What follows belongs to an exercise in optimizing a design on an open flow for small area, a short achievable clock period and few clock cycles per item; a production flow would make more cautious choices.
At most, simulation tests tie the RTL to the original design; equivalence was not proved.
Power figures rest on the tool's default switching activity, not on a simulated workload.

Setup of the baseline:
==> flow/design.v <==
module err_estimat
(
   input wire         clk,
   input wire         rst,
   input wire         i_start,
   input wire  [20:0] i_nv,
   input wire  [24:0] i_nu,
   input wire  [20:0] i_no,
   input wire  [20:0] i_mv,
   input wire  [20:0] i_mo,
   output wire [31:0] o_s1,
   output wire [31:0] o_e1,
   output reg         o_vld,
   output wire        o_error
);
localparam [423:0] TT_l_nv = 424'he098543ec64a1894c64a1894c6da4c2a706cda6c5accaa00e09854fe3ec65accaa;
function [52:0] l_nv;
    input [2:0] d;
    integer j;
    for (j = 0; j < 53; j = j + 1) l_nv[j] = TT_l_nv[j*8 + d];
endfunction
localparam [423:0] TT_l_nu = 424'hfefefefefefefefefefefefefefefefefefefefefefefefefefefe7e8eb294c64a98540e3254fefefe3ec64a98540e3254fe1e66aa;
function [52:0] l_nu;
    input [2:0] d;
    integer j;
    for (j = 0; j < 53; j = j + 1) l_nu[j] = TT_l_nu[j*8 + d];
endfunction
localparam [423:0] TT_l_no = 424'hfefefefefefefefefefefefefefefefefefefe3ec64a98547e8e922492b4e62a706cda6c4a18d48e922492b4e62a706cda6c5accaa;
function [52:0] l_no;
    input [2:0] d;
    integer j;
    for (j = 0; j < 53; j = j + 1) l_no[j] = TT_l_no[j*8 + d];
endfunction
localparam [431:0] TT_l_mv = 432'hc0382492b466aa00e01894c6da6c4a9854fe3ec64a1894c65accaa00000000f0ccaa00;
function [53:0] l_mv;
    input [2:0] d;
    integer j;
    for (j = 0; j < 54; j = j + 1) l_mv[j] = TT_l_mv[j*8 + d];
endfunction
localparam [431:0] TT_l_mo = 432'hfefefefefefefefefefefefefefefefefefe7e8e92b466aa000000000000000000000000000000000000000000000000000000000000;
function [53:0] l_mo;
    input [2:0] d;
    integer j;
    for (j = 0; j < 54; j = j + 1) l_mo[j] = TT_l_mo[j*8 + d];
endfunction
localparam [847:0] TT_l_nutop = 848'hfffefffefffefffefffefffefffefffefffefffefffefffefffefffefffefffefffefffefffefffefffefffefffefffefffefffe3ffec07ec78ec9b2529418c6694a3398aa540f0e33325554fffefffe07fef83e18c6694a3398aa540f0e3332555401fe1e1e6666aaaa;
function [52:0] l_nutop;
    input [3:0] d;
    integer j;
    for (j = 0; j < 53; j = j + 1) l_nutop[j] = TT_l_nutop[j*16 + d];
endfunction
reg         sp;                  
reg         st_mul, st_div;
reg   [2:0] cnt;
reg   [5:0] rows;                
reg  [20:0] rnv, rnu, rno, rmv, rmo;
reg  [52:0] ax;
reg  [53:0] ay;
reg  [28:0] rr;                  
reg         wc, wq, noz, ylez;
wire start = ~rst & i_start & ~sp;
wire        xneg  = ax[52] ^ (ax[51] & wc);
wire        xtopz = wc ? (ax[52:51] == 2'b11) : (ax[52:51] == 2'b00);
wire        xzero = xtopz & (ax[50:0] == 51'd0);
wire        s1err = xneg | (xzero & noz);
wire [28:0] sd    = ax[50:22];
wire        s1z   = xneg | (sd == 29'd0);
wire        yneg  = ay[53] ^ wq;
wire        ylez_now = yneg | (ay[52:0] == 53'd0);
wire        first = st_div & (rows == 6'd52);
wire        ez_now = ylez_now | s1z;
wire        ylez_c = first ? ylez_now : ylez;
wire        ez    = ylez_c | s1z;
wire [52:0] yw = ay[52:0];
wire [30:0] t = {rr, yw[52:51]};
wire [31:0] c1 = {1'b0, t} - {3'b0, sd};
wire [31:0] c2 = {1'b0, t} - {2'b0, sd, 1'b0};
wire [31:0] c3 = {1'b0, t} - {3'b0, sd} - {2'b0, sd, 1'b0};
wire       g1 = ~c1[31], g2 = ~c2[31], g3 = ~c3[31];
wire       q1 = g2;
wire       q2 = g3 | (g1 & ~g2);
wire [28:0] rnext = g3 ? c3[28:0] : g2 ? c2[28:0] : g1 ? c1[28:0] : t[28:0];
wire [36:0] tm = {rr, yw[52:45]};
wire [36:0] hm;
genvar gi;
generate for (gi = 0; gi <= 36; gi = gi + 1) begin : g_hm
    if (gi >= 28) begin : g1
        assign hm[gi] = 1'b1;
    end else begin : g0
        assign hm[gi] = ~|sd[28:gi+1];
    end
end endgenerate
wire sk = (rows >= 6'd8) & ~|(tm & hm);
wire [52:0] ax_h = (ax << 3) + l_nv(rnv[20:18]) + l_nu(rnu[20:18]) + l_no(rno[20:18]);
wire [53:0] ay_h = (ay << 3) + l_mv(rmv[20:18]) + l_mo(rmo[20:18]);
wire last_mul = (cnt == 3'd6);
wire [5:0] rows_n = rows - (sk ? 6'd8 : 6'd2);
wire div_done = st_div & ((first & ez_now) | (rows_n == 6'd0));
always @(posedge clk) begin
    sp <= i_start;
    if (rst) begin
        st_mul <= 1'b0;
        st_div <= 1'b0;
        o_vld  <= 1'b0;
    end else begin
        o_vld  <= div_done & ~start;
        st_mul <= start | (st_mul & ~last_mul);
        st_div <= ~start & ((st_mul & last_mul) | (st_div & ~div_done));
    end
end
always @(posedge clk) begin
    cnt <= st_mul ? cnt + 3'd1 : 3'd0;
    if (st_mul) begin
        rnv <= rnv << 3;
        rnu <= rnu << 3;
        rno <= rno << 3;
        rmv <= rmv << 3;
        rmo <= rmo << 3;
    end else begin
        rnv <= i_nv;
        rnu <= i_nu[20:0];
        rno <= i_no;
        rmv <= i_mv;
        rmo <= i_mo;
    end
    if (st_mul & (cnt == 3'd0)) begin
        wc  <= (rno[20:0] > 21'd1361165);
        wq  <= (rmo[20:0] > 21'd1677721);
        noz <= (rno[20:0] == 21'd0);
    end
    if (st_mul)
        ax <= ax_h;
    else if (~st_div)
        ax <= l_nutop(i_nu[24:21]);
    rows <= st_div ? rows_n : 6'd52;
    if (st_div & first)
        ylez <= ylez_now;
    if (st_mul) begin
        ay <= ay_h;
    end else if (st_div) begin
        if (sk) begin
            ay[52:0] <= {yw[44:0], 8'd0};
        end else begin
            ay[52:0] <= {yw[50:0], q1, q2};
        end
    end else begin
        ay <= 54'd0;
    end
    if (st_div)
        rr <= sk ? tm[28:0] : rnext;
    else
        rr <= 29'd0;
end
wire [31:0] e1 = {ay[30:0], 1'b0};
wire        e1gt = (|e1[31:25]) | (e1[24] & (|e1[23:0]));
assign o_s1    = s1z ? 32'd0 : {3'd0, sd};
assign o_e1    = ez ? 32'd0 : e1;
assign o_error = s1err | ylez_c | (~ez & e1gt);
endmodule
Settings: LEC_CHECK=0, CAP_MARGIN=20, CORE_MARGIN=2, CORE_UTILIZATION=40, PLACE_DENSITY=0.6, SLEW_MARGIN=20; clock period 10.0 ns.
run.sh (not shown) runs the stock make flow with config.mk's settings and CLKGATE_MAP_FILE= SYNTH_SCRIPT=/design/flow/synth_recipe.tcl, a recipe that flattens the netlist after the stock synthesis.
Testbench counts of the baseline, summed over its fixed seeds: cycles 26,307, items 1,200.
Relative to the baseline, the following input files were edited for the candidate:
--- a/flow/design.v
+++ b/flow/design.v
@@ -73,11 +73,14 @@
 wire        ez    = ylez_c | s1z;
 wire [52:0] yw = ay[52:0];
 wire [30:0] t = {rr, yw[52:51]};
 wire [31:0] c1 = {1'b0, t} - {3'b0, sd};
 wire [31:0] c2 = {1'b0, t} - {2'b0, sd, 1'b0};
-wire [31:0] c3 = {1'b0, t} - {3'b0, sd} - {2'b0, sd, 1'b0};
+wire [31:0] na = ~{3'b0, sd}, nb = ~{2'b0, sd, 1'b0}, ta = {1'b0, t};
+wire [31:0] cs_s = ta ^ na ^ nb;
+wire [31:0] cs_c = (ta & na) | (ta & nb) | (na & nb);
+wire [31:0] c3 = cs_s + {cs_c[30:0], 1'b0} + 32'd2;
 wire       g1 = ~c1[31], g2 = ~c2[31], g3 = ~c3[31];
 wire       q1 = g2;
 wire       q2 = g3 | (g1 & ~g2);
 wire [28:0] rnext = g3 ? c3[28:0] : g2 ? c2[28:0] : g1 ? c1[28:0] : t[28:0];
 wire [36:0] tm = {rr, yw[52:45]};
==> comparison <==
Per the final summary, the candidate finished and its layout is clean on timing, DRC and antenna.
Power: the candidate draws more than the baseline
The baseline and the candidate ended up with roughly the same clock latency at the later pin of the worst-skew pair.
Between the candidate and the baseline, the clock share of power does not differ in any meaningful way.
Against the baseline, the candidate reports a power density over the cells that is lower.
Looking at end point of the critical path, the rr[10] result is from the baseline; the ax[43] one comes from the candidate.
Main combinational cell family by area after synthesis: compound AO/OA/AOI/OAI gates -> the baseline, adder cells -> the candidate
The candidate against the baseline: setup slack moved up; final cell count picked up an extra 103; area growth from synthesis to final layout moved down.
Only the layout flow was run in the candidate; the RTL was not checked for function there.


err_estimat, a different RTL version from the one above (not shown whole).
Size in the first run: roughly 2,200 cells after synthesis, ~180 I/O pins, roughly 20,000 sq um of cells after synthesis.
## err_estimat
module err_estimat
(
   input wire         clk,
   input wire         rst,
   input wire         i_start,
   input wire  [20:0] i_nv,
   input wire  [24:0] i_nu,
   input wire  [20:0] i_no,
   input wire  [20:0] i_mv,
   input wire  [20:0] i_mo,
   output wire [31:0] o_s1,
   output wire [31:0] o_e1,
   output reg         o_vld,
   output wire        o_error
);
clock: 10.0 ns
lec_check: 0
cap_margin: 20
core_margin: 2
core_utilization: 40
place_density: 0.6
setup_slack_margin: 5
slew_margin: 20
Testbench counts at the start, summed over its fixed seeds: cycles 21,600, items 1,200.
Then changed:
--- a/flow/design.v
+++ b/flow/design.v
@@ -51,14 +51,15 @@
 reg  [20:0] rnv, rnu, rno, rmv, rmo;
 reg  [31:0] hx;
 reg         xlz;
 reg   [4:0] hy;
 reg  [28:0] rr;                  
 reg         wc, wq, noz;
 reg         f_ylez, f_ez, f_s1z, f_s1err;
+reg         qlo;                 
 wire start = ~rst & i_start & ~sp;
 wire [34:0] ox  = {{3{hx[31]}}, hx};
 wire [34:0] lx1 = l_nv(rnv[2:0]);
 wire [34:0] lx2 = l_nu(rnu[2:0]);
 wire [34:0] lx3 = l_no(rno[2:0]);
 wire [34:0] xa0 = lx1 ^ lx2 ^ lx3;
 wire [34:0] xb0 = {(lx1[33:0] & lx2[33:0]) | (lx1[33:0] & lx3[33:0]) | (lx2[33:0] & lx3[33:0]), 1'b0};
@@ -133,15 +134,15 @@
     end else begin
         rnv <= i_nv;
         rnu[9:0] <= i_nu[13:4];
         if (~st_div)
             rnu[20:10] <= i_nu[24:14];
     end
     if (st_mul & (cnt == 3'd0)) begin
-        wc  <= (rno > 21'd1361165);
+        wc  <= (rno > 21'd1361170);
         wq  <= (rmo > 21'd1677721);
         noz <= (rno == 21'd0);
     end
     if (dfirst) begin
         f_ylez  <= ylez;
         f_ez    <= ez;
         f_s1z   <= s1z;
@@ -156,18 +157,19 @@
     rr <= st_mul ? sy[31:3] : (st_div & ~to_pha) ? rnext : 29'd0;
     if (st_mul)
         rmv <= {sy[2:0], rmv[20:3]};
     else if (~st_div)
         rmv <= i_mv;
     else if (bstep)
         rmv <= {rmv[18:0], q1, q0};
+    qlo <= st_div & (qlo | (bstep & (q1 | q0)));
     steps <= ~st_div ? 5'd10 : to_pha ? 5'd16 : (pha & (steps == 5'd1)) ? 5'd10 : (pha | bstep) ? steps - 5'd1 : steps;
 end
 wire [31:0] e1   = {rnu[20:10], rmv[19:0], 1'b0};
-wire        e1gt = (|e1[31:25]) | (e1[24] & (|e1[23:0]));
+wire        e1gt = (|e1[31:25]) | (e1[24] & ((|e1[23:21]) | qlo));
 assign o_s1    = f_s1z ? 32'd0 : {3'd0, sd};
 assign o_e1    = f_ez ? 32'd0 : e1;
 assign o_error = f_s1err | f_ylez | (~f_ez & e1gt);
 endmodule
 module add35 (input wire [34:0] a, input wire [34:0] b, output wire [34:0] s);
 wire [34:0] p = a ^ b;
 wire [34:0] g = a & b;
The new run produced a clean layout.
Clock skew went up by 7.7 ps.
Cell count came out higher by 4.4%.
Sequential power came out lower by about 3%.
Total power is lower by 0.52%.
Wire length climbs by 3.6%.
Utilization drops by 0.79 points.
Cell area climbs by 0.59%.
Die area rose by 2.4%.
Combinational power came out higher by about 2%.
Sequential cell count grows by 1.
Worst setup slack gets better by 58 ps.
Sequential share of layout area hardly moves.
Testbench counts after the change, summed over its fixed seeds: cycles 21,600, items 1,200.

-- static timing again, ports no longer ideal --
How much do the figures lean on ideal ports? The routed layouts below were timed once more, with nothing changed but the port constraints.
Step 1: set_driving_cell puts a clkbuf_16 on clk and a buf_2 on each other input, an assumption about the parent block.
Step 2 times the ports against the registers' clock, not the clock port: input delays grow and output delays shrink by t, the midpoint of the rising clock arrivals with the driver on.
Slacks: no drivers / after step 1 / after step 2; pairs: no drivers / after step 1.
run	t (ns)	slack for setup (ns)	worst hold slack (ns)	cell pins on the clock port's net
the baseline	0.597	3.102 / 3.102 / 3.102	0.453 / 0.453 / 0.453	1
the candidate	0.607	4.003 / 4.003 / 4.003	0.436 / 0.436 / 0.436	1
the first run of note 2	0.520	5.000 / 5.000 / 5.000	0.442 / 0.442 / 0.442	1
the second run of note 2	0.534	5.058 / 5.058 / 5.058	0.443 / 0.443 / 0.443	1
After both steps setup and hold are still met in every run listed.
